This design comes from an exercise in tuning for small area on the open sky130 flow, not from production work.
Only simulation tests tie the RTL to the original design; equivalence was not proved.
Power and IR drop assume default switching activity.

==> design/flow/design.v <==
module hdr_lane #(parameter [1:0] IR = 2'd0) (
    input  wire       clk,
    input  wire       rst,
    input  wire       tick,
    input  wire       btn,
    output reg  [8:0] yc,
    output wire [2:0] code
    );
    reg       mtb, dir;
    reg [1:0] cs, rs;
    wire restart = rst | mtb | btn;
    wire ge   = yc[8] & yc[7] & yc[6] & (yc[4] | (yc[3] & yc[2]));    
    wire run  = ~restart & ~ge;
    wire mv   = run & tick;
    wire [2:0] sp = {1'b0, cs} + 3'd3;
    wire [5:0] dl = ~mv ? 6'd0 : dir ? {3'b000, sp} : 6'b111111;
    wire [6:0] lo = {1'b0, yc[5:0]} + {1'b0, dl};
    wire [2:0] hi = yc[8:6] + {2'b0, lo[6] & dir};
    always @(posedge clk) begin
        yc  <= restart ? 9'd50 : {hi, lo[5:0]};
        mtb <= ~restart & ge;
        if (restart) cs <= rs;
        rs  <= rst ? IR : run ? rs + 2'd1 : rs;
        dir <= ~rst & (dir | (run & (yc[5:0] == 6'd15)));
    end
    wire c1 = (yc >= 9'd321);
    wire c3 = (yc >= 9'd351) && (yc <= 9'd449);
    wire c5 = (yc >= 9'd391) && (yc <= 9'd409);
    assign code = {c5, c3 & ~c5, c1};
endmodule
module hdr_acc (
    input  wire       clk,
    input  wire       rst,
    input  wire [4:0] h,
    output reg  [3:0] d5, d4, d3, d2, d1,
    output reg  [2:0] d0h
    );
    reg m;
    wire [4:0] s2 = {1'b0, d2} + h;                          
    wire ge20 = s2[4] & (s2[3] | s2[2]);
    wire ge10 = s2[4] | (s2[3] & (s2[2] | s2[1]));
    wire [3:0] u2 = s2[3:0] + (ge20 ? 4'd12 : ge10 ? 4'd6 : 4'd0);    
    wire [1:0] c2 = {ge20, ge10 & ~ge20};
    wire [4:0] s3 = {1'b0, d3} + {3'b0, c2};                 
    wire c3 = s3[3] & (s3[2] | s3[1]);
    wire [3:0] u3 = c3 ? {3'b000, s3[0]} : s3[3:0];
    wire c4i = c3 & (d4 == 4'd9);
    wire [3:0] u4 = c4i ? 4'd0 : d4 + {3'b0, c3};
    wire c5i = c4i & (d5 == 4'd9);
    wire [3:0] u5 = c5i ? 4'd0 : d5 + {3'b0, c4i};
    wire um = m | c5i;
    wire b = ~(d1[3] | (d1[2] & d1[1] & d1[0] & d0h[1] & d0h[0]));    
    wire u45 = u4[2] & u4[0];
    wire nb  = ~b;
    wire u2ge = u2[3] | (u2[2] & (u2[1] | (u2[0] & nb)));
    wire wrap = um & (u45 | (u4[2] & u3[3] & (u3[0] | u2ge)));
    wire [1:0] k = u45 ? 2'd2 : {1'b0, u3[0]};
    wire [4:0] w = {k, 3'b000} + {1'b0, k, 1'b0} + {1'b0, u2} - 5'd5 - {4'b0, b};   
    wire [3:0] w2 = (w >= 5'd20) ? w - 5'd20 : (w >= 5'd10) ? w - 5'd10 : w;
    wire [1:0] w3 = (w >= 5'd20) ? 2'd2 : (w >= 5'd10) ? 2'd1 : 2'd0;
    wire [2:0] l0s = d0h + 3'd2;                 
    wire l0c = (l0s >= 3'd5);
    wire [2:0] l0 = l0c ? l0s - 3'd5 : l0s;
    wire [3:0] l1s = d1 + 4'd2 + {3'b0, l0c};
    wire [3:0] l1 = (l1s >= 4'd10) ? l1s - 4'd10 : l1s;
    always @(posedge clk) begin
        if (rst) begin
            m <= 1'b0; d5 <= 4'd0; d4 <= 4'd0; d3 <= 4'd0; d2 <= 4'd0; d1 <= 4'd0; d0h <= 3'd0;
        end else if (wrap) begin
            m <= 1'b0; d5 <= 4'd0; d4 <= 4'd0; d3 <= {2'b0, w3}; d2 <= w2;
            d1 <= l1; d0h <= l0;
        end else begin
            m <= um; d5 <= u5; d4 <= u4; d3 <= u3; d2 <= u2;
        end
    end
endmodule
module hdr_shapes (
    input  wire [9:0] x,
    input  wire [9:0] y,
    input  wire [8:0] ycl, ycd, ycu, ycr,
    output wire       fall,
    output wire       tgt
    );
    function automatic [0:0] T_D(input [8:0] i);
        case (i)
            9'd0: T_D = 1'd1;
            9'd1: T_D = 1'd1;
            9'd2: T_D = 1'd1;
            9'd3: T_D = 1'd1;
            9'd4: T_D = 1'd1;
            9'd5: T_D = 1'd1;
            9'd6: T_D = 1'd1;
            9'd7: T_D = 1'd1;
            9'd8: T_D = 1'd1;
            9'd9: T_D = 1'd1;
            9'd10: T_D = 1'd1;
            9'd11: T_D = 1'd1;
            9'd12: T_D = 1'd0;
            9'd13: T_D = 1'd0;
            9'd14: T_D = 1'd0;
            9'd15: T_D = 1'd0;
            9'd16: T_D = 1'd0;
            9'd17: T_D = 1'd0;
            9'd18: T_D = 1'd0;
            9'd19: T_D = 1'd0;
            9'd20: T_D = 1'd1;
            9'd21: T_D = 1'd1;
            9'd22: T_D = 1'd1;
            9'd23: T_D = 1'd1;
            9'd24: T_D = 1'd1;
            9'd25: T_D = 1'd1;
            9'd26: T_D = 1'd1;
            9'd27: T_D = 1'd1;
            9'd28: T_D = 1'd1;
            9'd29: T_D = 1'd1;
            9'd30: T_D = 1'd1;
            9'd31: T_D = 1'd1;
            9'd32: T_D = 1'd1;
            9'd33: T_D = 1'd1;
            9'd34: T_D = 1'd1;
            9'd35: T_D = 1'd1;
            9'd36: T_D = 1'd1;
            9'd37: T_D = 1'd1;
            9'd38: T_D = 1'd1;
            9'd39: T_D = 1'd1;
            9'd40: T_D = 1'd1;
            9'd41: T_D = 1'd1;
            9'd42: T_D = 1'd1;
            9'd43: T_D = 1'd0;
            9'd44: T_D = 1'd0;
            9'd45: T_D = 1'd0;
            9'd46: T_D = 1'd0;
            9'd47: T_D = 1'd0;
            9'd48: T_D = 1'd0;
            9'd49: T_D = 1'd0;
            9'd50: T_D = 1'd0;
            9'd51: T_D = 1'd0;
            9'd52: T_D = 1'd1;
            9'd53: T_D = 1'd1;
            9'd54: T_D = 1'd1;
            9'd55: T_D = 1'd1;
            9'd56: T_D = 1'd1;
            9'd57: T_D = 1'd1;
            9'd58: T_D = 1'd1;
            9'd59: T_D = 1'd1;
            9'd60: T_D = 1'd1;
            9'd61: T_D = 1'd1;
            9'd62: T_D = 1'd1;
            9'd63: T_D = 1'd1;
            9'd64: T_D = 1'd1;
            9'd65: T_D = 1'd1;
            9'd66: T_D = 1'd1;
            9'd67: T_D = 1'd1;
            9'd68: T_D = 1'd1;
            9'd69: T_D = 1'd1;
            9'd70: T_D = 1'd1;
            9'd71: T_D = 1'd1;
            9'd72: T_D = 1'd1;
            9'd73: T_D = 1'd1;
            9'd74: T_D = 1'd0;
            9'd75: T_D = 1'd0;
            9'd76: T_D = 1'd0;
            9'd77: T_D = 1'd0;
            9'd78: T_D = 1'd0;
            9'd79: T_D = 1'd0;
            9'd80: T_D = 1'd0;
            9'd81: T_D = 1'd0;
            9'd82: T_D = 1'd0;
            9'd83: T_D = 1'd0;
            9'd84: T_D = 1'd1;
            9'd85: T_D = 1'd1;
            9'd86: T_D = 1'd1;
            9'd87: T_D = 1'd1;
            9'd88: T_D = 1'd1;
            9'd89: T_D = 1'd1;
            9'd90: T_D = 1'd1;
            9'd91: T_D = 1'd1;
            9'd92: T_D = 1'd1;
            9'd93: T_D = 1'd1;
            9'd94: T_D = 1'd1;
            9'd95: T_D = 1'd1;
            9'd96: T_D = 1'd1;
            9'd97: T_D = 1'd1;
            9'd98: T_D = 1'd1;
            9'd99: T_D = 1'd1;
            9'd100: T_D = 1'd1;
            9'd101: T_D = 1'd1;
            9'd102: T_D = 1'd1;
            9'd103: T_D = 1'd1;
            9'd104: T_D = 1'd1;
            9'd105: T_D = 1'd0;
            9'd106: T_D = 1'd0;
            9'd107: T_D = 1'd0;
            9'd108: T_D = 1'd0;
            9'd109: T_D = 1'd0;
            9'd110: T_D = 1'd0;
            9'd111: T_D = 1'd0;
            9'd112: T_D = 1'd0;
            9'd113: T_D = 1'd0;
            9'd114: T_D = 1'd0;
            9'd115: T_D = 1'd0;
            9'd116: T_D = 1'd1;
            9'd117: T_D = 1'd1;
            9'd118: T_D = 1'd1;
            9'd119: T_D = 1'd1;
            9'd120: T_D = 1'd1;
            9'd121: T_D = 1'd1;
            9'd122: T_D = 1'd1;
            9'd123: T_D = 1'd1;
            9'd124: T_D = 1'd1;
            9'd125: T_D = 1'd1;
            9'd126: T_D = 1'd1;
            9'd127: T_D = 1'd1;
            9'd128: T_D = 1'd1;
            9'd129: T_D = 1'd1;
            9'd130: T_D = 1'd1;
            9'd131: T_D = 1'd1;
            9'd132: T_D = 1'd1;
            9'd133: T_D = 1'd1;
            9'd134: T_D = 1'd1;
            9'd135: T_D = 1'd1;
            9'd136: T_D = 1'd0;
            9'd137: T_D = 1'd0;
            9'd138: T_D = 1'd0;
            9'd139: T_D = 1'd0;
            9'd140: T_D = 1'd0;
            9'd141: T_D = 1'd0;
            9'd142: T_D = 1'd0;
            9'd143: T_D = 1'd0;
            9'd144: T_D = 1'd0;
            9'd145: T_D = 1'd0;
            9'd146: T_D = 1'd0;
            9'd147: T_D = 1'd0;
            9'd148: T_D = 1'd1;
            9'd149: T_D = 1'd1;
            9'd150: T_D = 1'd1;
            9'd151: T_D = 1'd1;
            9'd152: T_D = 1'd1;
            9'd153: T_D = 1'd1;
            9'd154: T_D = 1'd1;
            9'd155: T_D = 1'd1;
            9'd156: T_D = 1'd1;
            9'd157: T_D = 1'd1;
            9'd158: T_D = 1'd1;
            9'd159: T_D = 1'd1;
            9'd160: T_D = 1'd1;
            9'd161: T_D = 1'd1;
            9'd162: T_D = 1'd1;
            9'd163: T_D = 1'd1;
            9'd164: T_D = 1'd1;
            9'd165: T_D = 1'd1;
            9'd166: T_D = 1'd1;
            9'd167: T_D = 1'd0;
            9'd168: T_D = 1'd0;
            9'd169: T_D = 1'd0;
            9'd170: T_D = 1'd0;
            9'd171: T_D = 1'd0;
            9'd172: T_D = 1'd0;
            9'd173: T_D = 1'd0;
            9'd174: T_D = 1'd0;
            9'd175: T_D = 1'd0;
            9'd176: T_D = 1'd0;
            9'd177: T_D = 1'd0;
            9'd178: T_D = 1'd0;
            9'd179: T_D = 1'd0;
            9'd180: T_D = 1'd1;
            9'd181: T_D = 1'd1;
            9'd182: T_D = 1'd1;
            9'd183: T_D = 1'd1;
            9'd184: T_D = 1'd1;
            9'd185: T_D = 1'd1;
            9'd186: T_D = 1'd1;
            9'd187: T_D = 1'd1;
            9'd188: T_D = 1'd1;
            9'd189: T_D = 1'd1;
            9'd190: T_D = 1'd1;
            9'd191: T_D = 1'd1;
            9'd192: T_D = 1'd1;
            9'd193: T_D = 1'd1;
            9'd194: T_D = 1'd1;
            9'd195: T_D = 1'd1;
            9'd196: T_D = 1'd1;
            9'd197: T_D = 1'd1;
            9'd198: T_D = 1'd0;
            9'd199: T_D = 1'd0;
            9'd200: T_D = 1'd0;
            9'd201: T_D = 1'd0;
            9'd202: T_D = 1'd0;
            9'd203: T_D = 1'd0;
            9'd204: T_D = 1'd0;
            9'd205: T_D = 1'd0;
            9'd206: T_D = 1'd0;
            9'd207: T_D = 1'd0;
            9'd208: T_D = 1'd0;
            9'd209: T_D = 1'd0;
            9'd210: T_D = 1'd0;
            9'd211: T_D = 1'd0;
            9'd212: T_D = 1'd0;
            9'd213: T_D = 1'd0;
            9'd214: T_D = 1'd0;
            9'd215: T_D = 1'd0;
            9'd216: T_D = 1'd0;
            9'd217: T_D = 1'd0;
            9'd218: T_D = 1'd0;
            9'd219: T_D = 1'd0;
            9'd220: T_D = 1'd0;
            9'd221: T_D = 1'd0;
            9'd222: T_D = 1'd0;
            9'd223: T_D = 1'd0;
            9'd224: T_D = 1'd1;
            9'd225: T_D = 1'd1;
            9'd226: T_D = 1'd1;
            9'd227: T_D = 1'd1;
            9'd228: T_D = 1'd1;
            9'd229: T_D = 1'd0;
            9'd230: T_D = 1'd0;
            9'd231: T_D = 1'd0;
            9'd232: T_D = 1'd0;
            9'd233: T_D = 1'd0;
            9'd234: T_D = 1'd0;
            9'd235: T_D = 1'd0;
            9'd236: T_D = 1'd0;
            9'd237: T_D = 1'd0;
            9'd238: T_D = 1'd0;
            9'd239: T_D = 1'd0;
            9'd240: T_D = 1'd0;
            9'd241: T_D = 1'd0;
            9'd242: T_D = 1'd0;
            9'd243: T_D = 1'd0;
            9'd244: T_D = 1'd0;
            9'd245: T_D = 1'd0;
            9'd246: T_D = 1'd0;
            9'd247: T_D = 1'd0;
            9'd248: T_D = 1'd0;
            9'd249: T_D = 1'd0;
            9'd250: T_D = 1'd0;
            9'd251: T_D = 1'd0;
            9'd252: T_D = 1'd0;
            9'd253: T_D = 1'd0;
            9'd254: T_D = 1'd0;
            9'd255: T_D = 1'd0;
            9'd256: T_D = 1'd1;
            9'd257: T_D = 1'd1;
            9'd258: T_D = 1'd1;
            9'd259: T_D = 1'd1;
            9'd260: T_D = 1'd0;
            9'd261: T_D = 1'd0;
            9'd262: T_D = 1'd0;
            9'd263: T_D = 1'd0;
            9'd264: T_D = 1'd0;
            9'd265: T_D = 1'd0;
            9'd266: T_D = 1'd0;
            9'd267: T_D = 1'd0;
            9'd268: T_D = 1'd0;
            9'd269: T_D = 1'd0;
            9'd270: T_D = 1'd0;
            9'd271: T_D = 1'd0;
            9'd272: T_D = 1'd0;
            9'd273: T_D = 1'd0;
            9'd274: T_D = 1'd0;
            9'd275: T_D = 1'd0;
            9'd276: T_D = 1'd0;
            9'd277: T_D = 1'd0;
            9'd278: T_D = 1'd0;
            9'd279: T_D = 1'd0;
            9'd280: T_D = 1'd0;
            9'd281: T_D = 1'd0;
            9'd282: T_D = 1'd0;
            9'd283: T_D = 1'd0;
            9'd284: T_D = 1'd0;
            9'd285: T_D = 1'd0;
            9'd286: T_D = 1'd0;
            9'd287: T_D = 1'd0;
            9'd288: T_D = 1'd1;
            9'd289: T_D = 1'd1;
            9'd290: T_D = 1'd1;
            9'd291: T_D = 1'd0;
            9'd292: T_D = 1'd0;
            9'd293: T_D = 1'd0;
            9'd294: T_D = 1'd0;
            9'd295: T_D = 1'd0;
            9'd296: T_D = 1'd0;
            9'd297: T_D = 1'd0;
            9'd298: T_D = 1'd0;
            9'd299: T_D = 1'd0;
            9'd300: T_D = 1'd0;
            9'd301: T_D = 1'd0;
            9'd302: T_D = 1'd0;
            9'd303: T_D = 1'd0;
            9'd304: T_D = 1'd0;
            9'd305: T_D = 1'd0;
            9'd306: T_D = 1'd0;
            9'd307: T_D = 1'd0;
            9'd308: T_D = 1'd0;
            9'd309: T_D = 1'd0;
            9'd310: T_D = 1'd0;
            9'd311: T_D = 1'd0;
            9'd312: T_D = 1'd0;
            9'd313: T_D = 1'd0;
            9'd314: T_D = 1'd0;
            9'd315: T_D = 1'd0;
            9'd316: T_D = 1'd0;
            9'd317: T_D = 1'd0;
            9'd318: T_D = 1'd0;
            9'd319: T_D = 1'd0;
            9'd320: T_D = 1'd0;
            9'd321: T_D = 1'd0;
            9'd322: T_D = 1'd0;
            9'd323: T_D = 1'd0;
            9'd324: T_D = 1'd0;
            9'd325: T_D = 1'd0;
            9'd326: T_D = 1'd0;
            9'd327: T_D = 1'd0;
            9'd328: T_D = 1'd0;
            9'd329: T_D = 1'd0;
            9'd330: T_D = 1'd0;
            9'd331: T_D = 1'd0;
            9'd332: T_D = 1'd0;
            9'd333: T_D = 1'd0;
            9'd334: T_D = 1'd0;
            9'd335: T_D = 1'd0;
            9'd336: T_D = 1'd0;
            9'd337: T_D = 1'd0;
            9'd338: T_D = 1'd0;
            9'd339: T_D = 1'd0;
            9'd340: T_D = 1'd0;
            9'd341: T_D = 1'd0;
            9'd342: T_D = 1'd0;
            9'd343: T_D = 1'd0;
            9'd344: T_D = 1'd0;
            9'd345: T_D = 1'd0;
            9'd346: T_D = 1'd0;
            9'd347: T_D = 1'd0;
            9'd348: T_D = 1'd0;
            9'd349: T_D = 1'd0;
            9'd350: T_D = 1'd0;
            9'd351: T_D = 1'd0;
            9'd352: T_D = 1'd0;
            9'd353: T_D = 1'd0;
            9'd354: T_D = 1'd0;
            9'd355: T_D = 1'd0;
            9'd356: T_D = 1'd0;
            9'd357: T_D = 1'd0;
            9'd358: T_D = 1'd0;
            9'd359: T_D = 1'd0;
            9'd360: T_D = 1'd0;
            9'd361: T_D = 1'd0;
            9'd362: T_D = 1'd0;
            9'd363: T_D = 1'd0;
            9'd364: T_D = 1'd0;
            9'd365: T_D = 1'd0;
            9'd366: T_D = 1'd0;
            9'd367: T_D = 1'd0;
            9'd368: T_D = 1'd0;
            9'd369: T_D = 1'd0;
            9'd370: T_D = 1'd0;
            9'd371: T_D = 1'd0;
            9'd372: T_D = 1'd0;
            9'd373: T_D = 1'd0;
            9'd374: T_D = 1'd0;
            9'd375: T_D = 1'd0;
            9'd376: T_D = 1'd0;
            9'd377: T_D = 1'd0;
            9'd378: T_D = 1'd0;
            9'd379: T_D = 1'd0;
            9'd380: T_D = 1'd0;
            9'd381: T_D = 1'd0;
            9'd382: T_D = 1'd0;
            9'd383: T_D = 1'd0;
            9'd384: T_D = 1'd0;
            9'd385: T_D = 1'd0;
            9'd386: T_D = 1'd0;
            9'd387: T_D = 1'd0;
            9'd388: T_D = 1'd0;
            9'd389: T_D = 1'd0;
            9'd390: T_D = 1'd0;
            9'd391: T_D = 1'd0;
            9'd392: T_D = 1'd0;
            9'd393: T_D = 1'd0;
            9'd394: T_D = 1'd0;
            9'd395: T_D = 1'd0;
            9'd396: T_D = 1'd0;
            9'd397: T_D = 1'd0;
            9'd398: T_D = 1'd0;
            9'd399: T_D = 1'd0;
            9'd400: T_D = 1'd0;
            9'd401: T_D = 1'd0;
            9'd402: T_D = 1'd0;
            9'd403: T_D = 1'd0;
            9'd404: T_D = 1'd0;
            9'd405: T_D = 1'd0;
            9'd406: T_D = 1'd0;
            9'd407: T_D = 1'd0;
            9'd408: T_D = 1'd0;
            9'd409: T_D = 1'd0;
            9'd410: T_D = 1'd0;
            9'd411: T_D = 1'd0;
            9'd412: T_D = 1'd0;
            9'd413: T_D = 1'd0;
            9'd414: T_D = 1'd0;
            9'd415: T_D = 1'd0;
            9'd416: T_D = 1'd0;
            9'd417: T_D = 1'd0;
            9'd418: T_D = 1'd0;
            9'd419: T_D = 1'd0;
            9'd420: T_D = 1'd0;
            9'd421: T_D = 1'd0;
            9'd422: T_D = 1'd0;
            9'd423: T_D = 1'd0;
            9'd424: T_D = 1'd0;
            9'd425: T_D = 1'd0;
            9'd426: T_D = 1'd0;
            9'd427: T_D = 1'd0;
            9'd428: T_D = 1'd0;
            9'd429: T_D = 1'd0;
            9'd430: T_D = 1'd0;
            9'd431: T_D = 1'd0;
            9'd432: T_D = 1'd0;
            9'd433: T_D = 1'd0;
            9'd434: T_D = 1'd0;
            9'd435: T_D = 1'd0;
            9'd436: T_D = 1'd0;
            9'd437: T_D = 1'd0;
            9'd438: T_D = 1'd0;
            9'd439: T_D = 1'd0;
            9'd440: T_D = 1'd0;
            9'd441: T_D = 1'd0;
            9'd442: T_D = 1'd0;
            9'd443: T_D = 1'd0;
            9'd444: T_D = 1'd0;
            9'd445: T_D = 1'd0;
            9'd446: T_D = 1'd0;
            9'd447: T_D = 1'd0;
            9'd448: T_D = 1'd0;
            9'd449: T_D = 1'd0;
            9'd450: T_D = 1'd0;
            9'd451: T_D = 1'd0;
            9'd452: T_D = 1'd0;
            9'd453: T_D = 1'd0;
            9'd454: T_D = 1'd0;
            9'd455: T_D = 1'd0;
            9'd456: T_D = 1'd0;
            9'd457: T_D = 1'd0;
            9'd458: T_D = 1'd0;
            9'd459: T_D = 1'd0;
            9'd460: T_D = 1'd0;
            9'd461: T_D = 1'd0;
            9'd462: T_D = 1'd0;
            9'd463: T_D = 1'd0;
            9'd464: T_D = 1'd0;
            9'd465: T_D = 1'd0;
            9'd466: T_D = 1'd0;
            9'd467: T_D = 1'd0;
            9'd468: T_D = 1'd0;
            9'd469: T_D = 1'd0;
            9'd470: T_D = 1'd0;
            9'd471: T_D = 1'd0;
            9'd472: T_D = 1'd0;
            9'd473: T_D = 1'd0;
            9'd474: T_D = 1'd0;
            9'd475: T_D = 1'd0;
            9'd476: T_D = 1'd0;
            9'd477: T_D = 1'd0;
            9'd478: T_D = 1'd0;
            9'd479: T_D = 1'd0;
            9'd480: T_D = 1'd0;
            9'd481: T_D = 1'd0;
            9'd482: T_D = 1'd0;
            9'd483: T_D = 1'd0;
            9'd484: T_D = 1'd0;
            9'd485: T_D = 1'd0;
            9'd486: T_D = 1'd0;
            9'd487: T_D = 1'd0;
            9'd488: T_D = 1'd0;
            9'd489: T_D = 1'd0;
            9'd490: T_D = 1'd0;
            9'd491: T_D = 1'd0;
            9'd492: T_D = 1'd0;
            9'd493: T_D = 1'd0;
            9'd494: T_D = 1'd0;
            9'd495: T_D = 1'd0;
            9'd496: T_D = 1'd0;
            9'd497: T_D = 1'd0;
            9'd498: T_D = 1'd0;
            9'd499: T_D = 1'd0;
            9'd500: T_D = 1'd0;
            9'd501: T_D = 1'd0;
            9'd502: T_D = 1'd0;
            9'd503: T_D = 1'd0;
            9'd504: T_D = 1'd0;
            9'd505: T_D = 1'd0;
            9'd506: T_D = 1'd0;
            9'd507: T_D = 1'd0;
            9'd508: T_D = 1'd0;
            9'd509: T_D = 1'd0;
            9'd510: T_D = 1'd0;
            9'd511: T_D = 1'd0;
        endcase
    endfunction
    function automatic [8:0] T_X(input [5:0] i);
        case (i)
            6'd0: T_X = 9'd500;
            6'd1: T_X = 9'd469;
            6'd2: T_X = 9'd438;
            6'd3: T_X = 9'd407;
            6'd4: T_X = 9'd376;
            6'd5: T_X = 9'd345;
            6'd6: T_X = 9'd314;
            6'd7: T_X = 9'd283;
            6'd8: T_X = 9'd252;
            6'd9: T_X = 9'd221;
            6'd10: T_X = 9'd190;
            6'd11: T_X = 9'd159;
            6'd12: T_X = 9'd96;
            6'd13: T_X = 9'd65;
            6'd14: T_X = 9'd34;
            6'd15: T_X = 9'd3;
            6'd16: T_X = 9'd4;
            6'd17: T_X = 9'd37;
            6'd18: T_X = 9'd70;
            6'd19: T_X = 9'd103;
            6'd20: T_X = 9'd136;
            6'd21: T_X = 9'd169;
            6'd22: T_X = 9'd202;
            6'd23: T_X = 9'd235;
            6'd24: T_X = 9'd268;
            6'd25: T_X = 9'd301;
            6'd26: T_X = 9'd334;
            6'd27: T_X = 9'd367;
            6'd28: T_X = 9'd400;
            6'd29: T_X = 9'd433;
            6'd30: T_X = 9'd466;
            6'd31: T_X = 9'd499;
            6'd32: T_X = 9'd433;
            6'd33: T_X = 9'd400;
            6'd34: T_X = 9'd367;
            6'd35: T_X = 9'd334;
            6'd36: T_X = 9'd301;
            6'd37: T_X = 9'd268;
            6'd38: T_X = 9'd235;
            6'd39: T_X = 9'd202;
            6'd40: T_X = 9'd169;
            6'd41: T_X = 9'd136;
            6'd42: T_X = 9'd103;
            6'd43: T_X = 9'd70;
            6'd44: T_X = 9'd37;
            6'd45: T_X = 9'd4;
            6'd46: T_X = 9'd3;
            6'd47: T_X = 9'd34;
            6'd48: T_X = 9'd65;
            6'd49: T_X = 9'd96;
            6'd50: T_X = 9'd159;
            6'd51: T_X = 9'd190;
            6'd52: T_X = 9'd221;
            6'd53: T_X = 9'd252;
            6'd54: T_X = 9'd283;
            6'd55: T_X = 9'd314;
            6'd56: T_X = 9'd345;
            6'd57: T_X = 9'd376;
            6'd58: T_X = 9'd407;
            6'd59: T_X = 9'd438;
            6'd60: T_X = 9'd469;
            6'd61: T_X = 9'd500;
            6'd62: T_X = 9'd499;
            6'd63: T_X = 9'd466;
        endcase
    endfunction
    wire [8:0] xt = T_X(x[5:0]);
    wire [3:0] ux = xt[8:5];
    wire [4:0] bx = xt[4:0];
    wire lane_ok = (x[9:8] == 2'b00) & (x[7] ? (x[6:5] == 2'b00) : (x[6:5] != 2'b00));
    wire horiz = ~x[6];
    reg [8:0] ycs;
    always @(*) begin
        case (x[6:5])
            2'b01: ycs = ycl;
            2'b10: ycs = ycd;
            2'b11: ycs = ycu;
            default: ycs = ycr;
        endcase
    end
    wire [8:0] dy = y[8:0] - ycs;
    wire dy_ok = (dy[8:4] == 5'b00000) | (dy[8:4] == 5'b11111);
    wire [3:0] uy = dy[4] ? ~dy[3:0] : dy[3:0];
    wire [4:0] by = x[5] ? ~dy[4:0] : dy[4:0];      
    wire [3:0] fu = horiz ? uy : ux;
    wire [4:0] fb = horiz ? bx : by;
    assign fall = lane_ok & dy_ok & T_D({fu, fb});
    wire dyt_ok = (y[9:5] == 5'b01100);
    wire [3:0] uyt = y[4] ? y[3:0] : ~y[3:0];
    wire [4:0] byt = x[5] ? {y[4], ~y[3:0]} : {~y[4], y[3:0]};
    wire [3:0] tu = horiz ? uyt : ux;
    wire [4:0] tb = horiz ? bx : byt;
    assign tgt = lane_ok & dyt_ok & T_D({tu, tb});
endmodule
module hdr_digits (
    input  wire [9:0] x,
    input  wire [9:0] y,
    input  wire [3:0] d5, d4, d3, d2, d1,
    input  wire [2:0] d0h,
    output wire       digit_px
    );
    wire [3:0] d0 = {d0h, 1'b0};
    wire [5:0] hc, lc, rc;
    genvar gk;
    generate
        for (gk = 0; gk < 6; gk = gk + 1) begin : col
            assign hc[gk] = (x > 570 - gk * 35) && (x < 600 - gk * 35);
            assign lc[gk] = (x > 570 - gk * 35) && (x < 573 - gk * 35);
            assign rc[gk] = (x > 597 - gk * 35) && (x < 600 - gk * 35);
        end
    endgenerate
    wire [3:0] dsel = ({4{hc[0]}} & d0) | ({4{hc[1]}} & d1) | ({4{hc[2]}} & d2) |
                      ({4{hc[3]}} & d3) | ({4{hc[4]}} & d4) | ({4{hc[5]}} & d5);
    wire yT  = (y == 10'd38) | (y == 10'd39);
    wire yM  = (y == 10'd68) | (y == 10'd69);
    wire yB  = (y == 10'd98) | (y == 10'd99);
    wire yU  = (y > 10'd37) && (y < 10'd67);
    wire y67 = (y == 10'd67);
    wire yL  = (y > 10'd67) && (y < 10'd100);
    function automatic [8:0] T_SEG(input [3:0] i);
        case (i)
            4'd0: T_SEG = 9'd383;
            4'd1: T_SEG = 9'd56;
            4'd2: T_SEG = 9'd481;
            4'd3: T_SEG = 9'd504;
            4'd4: T_SEG = 9'd188;
            4'd5: T_SEG = 9'd460;
            4'd6: T_SEG = 9'd463;
            4'd7: T_SEG = 9'd312;
            4'd8: T_SEG = 9'd511;
            4'd9: T_SEG = 9'd444;
            4'd10: T_SEG = 9'd0;
            4'd11: T_SEG = 9'd0;
            4'd12: T_SEG = 9'd0;
            4'd13: T_SEG = 9'd0;
            4'd14: T_SEG = 9'd0;
            4'd15: T_SEG = 9'd0;
        endcase
    endfunction
    wire [8:0] sg = T_SEG(dsel);    
    assign digit_px = (|hc & ((yT & sg[8]) | (yM & sg[7]) | (yB & sg[6]))) |
                      (|rc & ((yU & sg[5]) | (y67 & sg[4]) | (yL & sg[3]))) |
                      (|lc & ((yU & sg[2]) | (y67 & sg[1]) | (yL & sg[0])));
endmodule
module hdr_core(
    input  wire       clk,
    input  wire       rst,         
    input  wire       pix_stb,     
    input  wire       animate,     
    input  wire [9:0] x,           
    input  wire [9:0] y,           
    input  wire       btnL,        
    input  wire       btnD,
    input  wire       btnU,
    input  wire       btnR,
    input  wire       pause,       
    output wire [2:0] vgaRed,
    output wire [2:0] vgaGreen,
    output wire [2:0] vgaBlue
    );
    wire tick = animate & pix_stb;
    wire [8:0] ycl, ycd, ycu, ycr;
    wire [2:0] cl, cd, cu, cr;
    hdr_lane #(.IR(2'd3)) laneL (.clk(clk), .rst(rst), .tick(tick), .btn(btnL), .yc(ycl), .code(cl));
    hdr_lane #(.IR(2'd0)) laneD (.clk(clk), .rst(rst), .tick(tick), .btn(btnD), .yc(ycd), .code(cd));
    hdr_lane #(.IR(2'd2)) laneU (.clk(clk), .rst(rst), .tick(tick), .btn(btnU), .yc(ycu), .code(cu));
    hdr_lane #(.IR(2'd1)) laneR (.clk(clk), .rst(rst), .tick(tick), .btn(btnR), .yc(ycr), .code(cr));
    reg [4:0] h;
    always @(posedge clk)
        h <= (btnL ? {2'b0, cl} : 5'd0) + (btnD ? {2'b0, cd} : 5'd0) +
             (btnU ? {2'b0, cu} : 5'd0) + (btnR ? {2'b0, cr} : 5'd0);
    wire [3:0] d5, d4, d3, d2, d1;
    wire [2:0] d0h;
    hdr_acc acc (.clk(clk), .rst(rst), .h(h), .d5(d5), .d4(d4), .d3(d3), .d2(d2), .d1(d1), .d0h(d0h));
    wire fall, tgt, digit_px;
    hdr_shapes shapes (.x(x), .y(y), .ycl(ycl), .ycd(ycd), .ycu(ycu), .ycr(ycr), .fall(fall), .tgt(tgt));
    hdr_digits digits (.x(x), .y(y), .d5(d5), .d4(d4), .d3(d3), .d2(d2), .d1(d1), .d0h(d0h),
                       .digit_px(digit_px));
    reg r, g, bl;
    wire av = ~pause & fall;
    always @(posedge clk) begin
        bl <= av | tgt | digit_px;
        r  <= av | tgt | (digit_px & ~rst & r);
        g  <= av ? (~rst & g) : (tgt | digit_px);
    end
    assign vgaRed   = {3{r}};
    assign vgaGreen = {3{g}};
    assign vgaBlue  = {3{bl}};
endmodule
==> design/flow/flow/run.sh <==
#!/bin/bash
# The standard layout (standard.sh) with two changes in how it is made:
# - synthesis maps the logic with an area-oriented ABC script (flow/area.abc) and without
#   the adder-cell extraction; everything else in it is ORFS's and the standard flow's synthesis
#   (synth_recipe.tcl: synth -nofsm -noshare, flatten, rename), so the registers are the same;
# - the port buffers that buffer_ports inserts are the smallest buffer (buf_1).
# The make output goes to standard_make.log; ORFS keeps each step's log under orfs/logs/.
set -euo pipefail
W=$(pwd)
# ORFS's synthesis script, its ABC call given flow/area.abc
sed 's#^  log_cmd abc {\*}$abc_args$#  log_cmd abc {*}[lreplace $abc_args 1 1 '"$W"'/flow/area.abc]#' \
    "$FLOW_HOME/scripts/synth.tcl" > "$W/synth_area.tcl"
grep -q "flow/area.abc" "$W/synth_area.tcl"
# The standard flow's synthesis wrapper around it
sed 's#source $::env(SCRIPTS_DIR)/synth.tcl#source '"$W"'/synth_area.tcl#' "$W/synth_recipe.tcl" > "$W/area_synth.tcl"
grep -q "synth_area.tcl" "$W/area_synth.tcl"
# standard.sh with that synthesis script
S=$(grep -o 'SYNTH_SCRIPT=[^ ]*' "$W/standard.sh")
NEW="$W/area_synth.tcl"
if [[ "$S" == */srcline/synth.tcl ]]; then
  sed "s#$W/synth_recipe.tcl#$W/area_synth.tcl#g" "$W/srcline/synth.tcl" > "$W/srcline_area_synth.tcl"
  NEW="$W/srcline_area_synth.tcl"
fi
sed "s#$S#SYNTH_SCRIPT=$NEW#" "$W/standard.sh" > "$W/area_standard.sh"
grep -q "SYNTH_SCRIPT=$NEW" "$W/area_standard.sh"
export ADDER_MAP_FILE=
export BUFFER_PORTS_ARGS="-buffer_cell sky130_fd_sc_hd__buf_1"
bash "$W/area_standard.sh" > standard_make.log 2>&1
==> design/flow/flow/area.abc <==
strash
ifraig
dc2
dch -f
amap
topo
==> design/flow/standard.sh <==
#!/bin/bash
# synth_recipe.tcl (not shown) runs the flow's synth.tcl, then flattens the netlist and writes it again
# the make line also repeats each setting of config.mk as NAME=value (left out here)
make -C /OpenROAD-flow-scripts/flow DESIGN_CONFIG=/design/flow/config.mk WORK_HOME=/design/flow/orfs CLKGATE_MAP_FILE= SYNTH_SCRIPT=/design/flow/synth_recipe.tcl "${@:-finish}"
==> design/flow/config.mk <==
export PLATFORM = sky130hd
export DESIGN_NAME = hdr_core
export DESIGN_NICKNAME = hdr_core
export VERILOG_FILES = /design/flow/design.v
export SDC_FILE = /design/flow/constraint.sdc
export NUM_CORES = 4
export LEC_CHECK = 0
export CAP_MARGIN = 20
export CORE_MARGIN = 2
export CORE_UTILIZATION = 60
export CTS_BUF_LIST = sky130_fd_sc_hd__clkbuf_8
export SLEW_MARGIN = 20
==> design/flow/constraint.sdc <==
create_clock -name core_clock -period 20.0 [get_ports {clk}]
set_input_delay 4.0000 -clock core_clock [delete_from_list [all_inputs] [get_ports {clk}]]
set_output_delay 4.0000 -clock core_clock [all_outputs]
set_load 0.01 [all_outputs]
==> run summary <==
outcome no timing/DRC/antenna violations; antenna violations before repair 0; postcts setup bufs 0; Pins Over Slew Limit 0; synthesized instance count 1,017; Die Span Y 109 um; io pins 38; via count 7,415; TritonCTS Buffers 9; power per cell area 52.7 nW/um^2; Yosys warnings 8; Crit path largest cell delay 0.61 ns; Max clock buf depth 2; DP Area 6880 sq um; design area 7050 sq um; HP Class reg2reg; Hold Buf Count CTS 0; async set-reset flop share out of synthesis 0; Final Cycle Share 0.458; crit path capture type flip-flop; P_leak 2.29 nW; layout cell share with drive strength beyond 1 0.0151; maximum clock frequency 0.109 GHz; Place WS 10.66 ns; max cap viols 0; DIE AREA 11,900 sq um; Remaining Overflow, GRT 0; RD Place Congestion 0.957; met1 Track Usage GR 0.439; clk_skew 0.00932 ns; Fin. Hold Viols 0; Mapped Nets 1,046; WL final 18,100 um; largest net degree at the start of global routing 19; Starting Density 0.613; setup tns final 0 ns; fin crit period 9.16 ns; maximum vdd drop 0.0000743 V; Clk Latency, worst-skew pair 0.38 ns; RSZ-0062 raised after global routing false; synthesis-stage register bit count 92; # rows 38; Final #Nets 1,087; CTS tree done; synth unique cells 47; post-DP HPWL 13,900 um; first-pass iteration count of the detailed router 7; DIE WIDTH 109 um; core area 10,800 sq um; initial DRC count 892; M3 GR Usage 0.0717; gr usage total 0.306; post-route setup slack 10.84 ns; H-tree levels 3; Root Buffer clkbuf_8; number of synthesized flops with an enable pin 8; Wirelength per Cell 15.0 um; GR Util met2 0.444; Worst path slowest cell clkinv_1; CTS clk-pin slew, worst paths 0.09 ns; via/cell ratio 6.16; Antenna Violating Nets Remaining 0; vias in the first global route 6,019; Cell Area, Synth 6620 sq um; CP required 20.28 ns; post-cts resize count 0; ANT cells 0; Mapped Avg Cell Area 6.51 sq um; peak fanout along the critical path 17; Rel. slew slack 0.414; GRT Max-Usage Layer met2; Worst Setup Path Type in2reg; DRC viols 0; Syn-to-layout area delta 6.52%; final setup violation count 0; startpoint types input pin; post-synthesis sequential area ratio 0.290; Worst Tran Pin Value 0.857 ns; most used flip-flop cell after synthesis dfxtp_1; first-pass GRT wire length 28,700 um; I/O Buffers 37; Num Clock Sinks 92; CP arrival 9.44 ns
-- path summary, 6_finish.rpt --
path	startpoint	to	slack, ns	cells after the start
hold / removal	laneR.rs[0]	laneR.cs[0]	0.46	0
setup / recovery	x[5]	bl	10.84	25
setup reg to reg	acc.d2[1]	acc.d2[1]	14.41	31
hold reg to reg	laneR.rs[0]	laneR.cs[0]	0.46	0
-- cells by family after synthesis --
kind of cell | Yosys count | synth area share
AOI/OAI and AO/OA | 366 | 0.349
DFF | 92 | 0.290
and+or+nand+nor | 418 | 0.275
buffers and inverters | 141 | 0.0850
-- state kept, by name, indices dropped and copies added, names as in the netlist, 5 cells and up --
name / flops
laneU.yc: 9
laneL.yc: 9
laneD.yc: 9
h: 5
laneR.yc: 9
-- per-layer routing --
metal / vias to the layer above / part of all wire
li1: 3785 / -
met1: 3259 / 0.48
met2: 320 / 0.41
met3: 51 / 0.090
met4: 0 / 0.025
met5: - / 0
-- worst max-delay path: cells and delay by family --
family | cells | cell delay, ns
AOI/OAI and AO/OA | 11 | 1.94
buffers and inverters | 5 | 1.90
and+or+nand+nor | 9 | 1.58
-- Yosys cell counts (7+ instances only) --
| cell | count | area share |
|---|---|---|
| nor2_1 | 194 | 0.11 |
| clkinv_1 | 132 | 0.075 |
| o21ai_0 | 109 | 0.082 |
| nand2_1 | 102 | 0.058 |
| dfxtp_1 | 84 | 0.25 |
| a21oi_1 | 79 | 0.060 |
| o22ai_1 | 38 | 0.036 |
| nor3_1 | 35 | 0.026 |
| o21a_1 | 18 | 0.020 |
| nand3_1 | 17 | 0.013 |
| or2_0 | 17 | 0.016 |
| a211oi_1 | 15 | 0.017 |
| a31oi_1 | 15 | 0.014 |
| o221ai_1 | 12 | 0.016 |
| and2_0 | 10 | 0.0094 |
| a41oi_1 | 9 | 0.012 |
| buf_4 | 9 | 0.010 |
| nor4_1 | 9 | 0.0085 |
| o32ai_1 | 9 | 0.012 |
| edfxtp_1 | 8 | 0.036 |
| nand4_1 | 8 | 0.0076 |
| nor2b_1 | 8 | 0.0076 |
| a221oi_1 | 7 | 0.0093 |
| o211ai_1 | 7 | 0.0079 |
-- cell usage in the layout (no fill, tap or decap), types with 9 or more instances in the layout --
master    synthesis  final
o221ai_1         12     12
a31oi_1          15     15
nand3_1          17     17
a211oi_1         15     15
o22ai_1          38     38
o21ai_0         109    109
nand2_1         102    102
o21a_1           18     18
a21oi_1          79     79
or2_0            17     17
buf_1             0     37
clkbuf_8          0     10
a41oi_1           9      9
o32ai_1           9      9
nor3_1           35     35
clkinv_1        132    133
nor4_1            9      9
and2_0           10     10
nor2_1          194    194
dfxtp_1          84     84
-- where the power goes --
part           total, mW  switching, mW  internal [mW]  leakage (nW)
Clock              0.114         0.0663         0.0472        0.0869
Sequential         0.193        0.00332          0.190         0.757
Combinational     0.0655         0.0451         0.0204          1.45
-- layout make-up --
class | count | area [sq um]
clock buffer | 10 | 138
multi-input combinational | 784 | 4140
sequential | 92 | 1920
inverter | 132 | 495
timing repair buffer | 39 | 154
tap | 140 | 175
fill | 1023 | 3740
clock inverter | 6 | 32.5
-- metrics by stage --
stage / utilization / power (mW) / hold slack (ns) / instances
after floorplan: - / 0.242 / 0.419 / 1017
after global placement: 0.638 / 0.260 / 0.429 / 1187
after detailed placement: 0.638 / 0.260 / 0.441 / 1187
after CTS: 0.653 / 0.372 / 0.459 / 1203
after global routing: 0.653 / 0.389 / 0.479 / 1203
final: 0.653 / 0.372 / 0.457 / 1203

[separate check: timing with driven ports]
Ports are ideal in the flow. The routed layout listed here was re-timed in OpenROAD.
Step 1 (the two cells are an assumption about what drives the block):
set clk [get_ports {clk}]
set_driving_cell -lib_cell sky130_fd_sc_hd__clkbuf_16 $clk
set_driving_cell -lib_cell sky130_fd_sc_hd__buf_2 [delete_from_list [all_inputs] $clk]
Step 2 adds t to the input delays and takes it off the output delays; t is the mean of the earliest and latest rising clock arrival at the registers after step 1. Input paths then give back, and output paths get back, about the clock's delay inside the block.
a / b / c = no drivers / after step 1 / after step 2; a / b = the first two.
t (ns): 0.406
slack for setup (ns): 10.839 / 10.844 / 10.438
worst slew at a driven data input, ns: 0.04
After both steps setup and hold are still met in this run. The setup slack of this run moves by +0.005 ns with the drivers and by -0.401 ns with both steps.
